Background: an optimization exercise with open tools, aiming at small area. Do not read the settings as production practice. The RTL was checked by simulation tests, not by an equivalence proof against the original design. No activity file was given, so power comes from the tool's default toggle rates.

quartz:
## Core
module Core(clk, reset, config_en, config_in, config_out, in0, in1, in2, in3, in4, in5, in6, in7, out0, out1, out2, out3, out4, out5, out6, out7);
Size in the first run: roughly 14000 cells after synthesis, ~260 I/O pins, roughly 120000 sq um of cells after synthesis.
clock: 10.0 ns
lec_check: 0
cap_margin: 20
core_margin: 2
core_utilization: 40
slew_margin: 20
synth_hierarchical: 1
standard.sh (not shown) runs the stock make flow with config.mk's settings and CLKGATE_MAP_FILE= SYNTH_SCRIPT=/design/flow/synth_recipe.tcl, a recipe that flattens the netlist after the stock synthesis.
==> flow/flow/run.sh <==
#!/bin/bash
# Own layout flow: the standard ORFS flow, except that
#  * synthesis maps the combinational logic with an area-oriented ABC script
#    (flow/abc_area.script) instead of ORFS's delay-oriented one; every other
#    synthesis pass (register mapping, flattening, renaming) is the standard flow's own;
#  * the ORFS variables listed in flow/extra_args (one NAME=value per line) are
#    passed to make on top of the standard flow's settings; a line DONT_USE_ADD=cells adds
#    cells to the platform's DONT_USE_CELLS list.
# The rest (floorplan, placement, CTS, routing, final) is the standard flow,
# run through a copy of the standard.sh. Each tool writes its full log under
# orfs/logs/ as usual; make's own output goes to flow.log.
set -euo pipefail
HERE=$(pwd)
FLOWDIR=$HERE/flow
mkdir -p $HERE/custom
# ORFS synth.tcl with the final technology-mapping abc call using our script
sed 's#^\(\s*\)log_cmd abc {\*}\$abc_args$#\1log_cmd abc {*}[lreplace $abc_args 1 1 '"$FLOWDIR"'/abc_area.script]#' \
    $FLOW_HOME/scripts/synth.tcl > $HERE/custom/synth.tcl
grep -q "abc_area.script\]" $HERE/custom/synth.tcl
# The standard flow's synthesis wrapper, sourcing the patched synth.tcl
sed 's#source \$::env(SCRIPTS_DIR)/synth.tcl#source '"$HERE"'/custom/synth.tcl#' synth_recipe.tcl > $HERE/custom/synth_recipe.tcl
grep -q "custom/synth.tcl" $HERE/custom/synth_recipe.tcl
# standard.sh with our synthesis script
sed 's#SYNTH_SCRIPT=[^ ]*synth_recipe.tcl#SYNTH_SCRIPT='"$HERE"'/custom/synth_recipe.tcl#' standard.sh > $HERE/custom/standard.sh
grep -q "custom/synth_recipe.tcl" $HERE/custom/standard.sh
EXTRA=()
if [[ -f $FLOWDIR/extra_args ]]; then
  while IFS= read -r line; do
    [[ -z "$line" || "$line" == \#* ]] && continue
    if [[ "$line" == DONT_USE_ADD=* ]]; then
      base=$(make --no-print-directory -C $FLOW_HOME DESIGN_CONFIG=$FLOW_CONFIG WORK_HOME=$HERE/orfs print-DONT_USE_CELLS 2>/dev/null | sed -n 's/^DONT_USE_CELLS: //p')
      [[ -n "$base" ]]
      EXTRA+=("DONT_USE_CELLS=$base ${line#DONT_USE_ADD=}")
    else
      EXTRA+=("$line")
    fi
  done < $FLOWDIR/extra_args
fi
printf '%s\n' "${EXTRA[@]}" > $HERE/custom/extra_args.used
bash $HERE/custom/standard.sh "${EXTRA[@]}" finish > $HERE/flow.log 2>&1
==> flow/flow/extra_args <==
CTS_ARGS=-sink_clustering_enable -repair_clock_nets -dont_use_dummy_load -sink_clustering_size 20 -sink_clustering_max_diameter 60
DONT_USE_ADD=sky130_fd_sc_hd__o21ai_0 sky130_fd_sc_hd__and2_0 sky130_fd_sc_hd__or2_0 sky130_fd_sc_hd__a21boi_0 sky130_fd_sc_hd__o311ai_0 sky130_fd_sc_hd__a2111oi_0 sky130_fd_sc_hd__a21bo_1 sky130_fd_sc_hd__a31o_1 sky130_fd_sc_hd__and4bb_1 sky130_fd_sc_hd__inv_1 sky130_fd_sc_hd__mux2_1 sky130_fd_sc_hd__mux4_1 sky130_fd_sc_hd__o211a_1 sky130_fd_sc_hd__o21ba_1 sky130_fd_sc_hd__o221a_1 sky130_fd_sc_hd__or2_1 sky130_fd_sc_hd__or3b_1 sky130_fd_sc_hd__or4b_1
BUFFER_PORTS_ARGS=-buffer_cell sky130_fd_sc_hd__buf_1
Other scripts of this flow, unchanged in this note and not shown: flow/flow/abc_area.script
--- input diff quartz..tundra ---
# quartz
export LEC_CHECK = 0
export CAP_MARGIN = 20
export CORE_MARGIN = 2
export CORE_UTILIZATION = 40
export SLEW_MARGIN = 20
export SYNTH_HIERARCHICAL = 1
create_clock -name core_clock -period 10.0 [get_ports {clk}]
# tundra
export LEC_CHECK = 0
export CAP_MARGIN = 25
export CORE_MARGIN = 2
export CORE_UTILIZATION = 40
export PLACE_DENSITY = 0.7
export SLEW_MARGIN = 25
export SYNTH_HIERARCHICAL = 1
create_clock -name core_clock -period 10.0 [get_ports {clk}]
==> flow/flow/extra_args <==
CTS_ARGS=-sink_clustering_enable -repair_clock_nets -dont_use_dummy_load -sink_clustering_size 22 -sink_clustering_max_diameter 80
DONT_USE_ADD=sky130_fd_sc_hd__o21ai_0 sky130_fd_sc_hd__and2_0 sky130_fd_sc_hd__or2_0 sky130_fd_sc_hd__a21boi_0 sky130_fd_sc_hd__o311ai_0 sky130_fd_sc_hd__a2111oi_0 sky130_fd_sc_hd__a21bo_1 sky130_fd_sc_hd__a31o_1 sky130_fd_sc_hd__and4bb_1 sky130_fd_sc_hd__inv_1 sky130_fd_sc_hd__mux2_1 sky130_fd_sc_hd__mux4_1 sky130_fd_sc_hd__o211a_1 sky130_fd_sc_hd__o21ba_1 sky130_fd_sc_hd__o221a_1 sky130_fd_sc_hd__or2_1 sky130_fd_sc_hd__or3b_1 sky130_fd_sc_hd__or4b_1
BUFFER_PORTS_ARGS=-buffer_cell sky130_fd_sc_hd__buf_1
Results
The capture point of the critical path comes out alu_q3[15] in one run and alu_q4[15] in the other, namely in tundra and quartz respectively. Lower number of antenna violations at the first check in global routing goes to tundra over quartz. Relative to quartz, the setup slack of tundra is higher by 78 ps. Compared to quartz, the router laid down less metal wire for tundra. Count of flip-flops and latches came out exactly the same in quartz and tundra. The final critical-path required period in tundra was lower than what quartz gave. Per the comparison of tundra with quartz, portion of total power attributed to combinational logic increased 1.5 points, final hold slack went up 22 ps, vias after detailed routing up 0.60%.

==> separate check: timing with driven ports <==
How much do the figures lean on ideal ports? The routed layouts below were timed once more, with nothing changed but the port constraints.
Step 1, drivers: a clkbuf_16 drives clk and a buf_2 each remaining input, both assumed.
Step 2 also shifts input and output timing later by t, the mid clock arrival at the registers, as if the neighbouring blocks saw the same clock.
Slacks: ideal ports / drivers / drivers and shift; pairs: ideal ports / drivers.
run | t, ns | setup slack, ns | worst setup path after step 2 | slew at the worst register clock pin (ns) | worst data-port slew with drivers (ns)
quartz | 0.973 | 0.348 / 0.348 / 0.348 | register to register | 0.09 / 0.09 | 0.10
tundra | 0.980 | 0.426 / 0.426 / 0.426 | register to register | 0.10 / 0.10 | 0.12
After both steps every run listed still meets setup and hold.
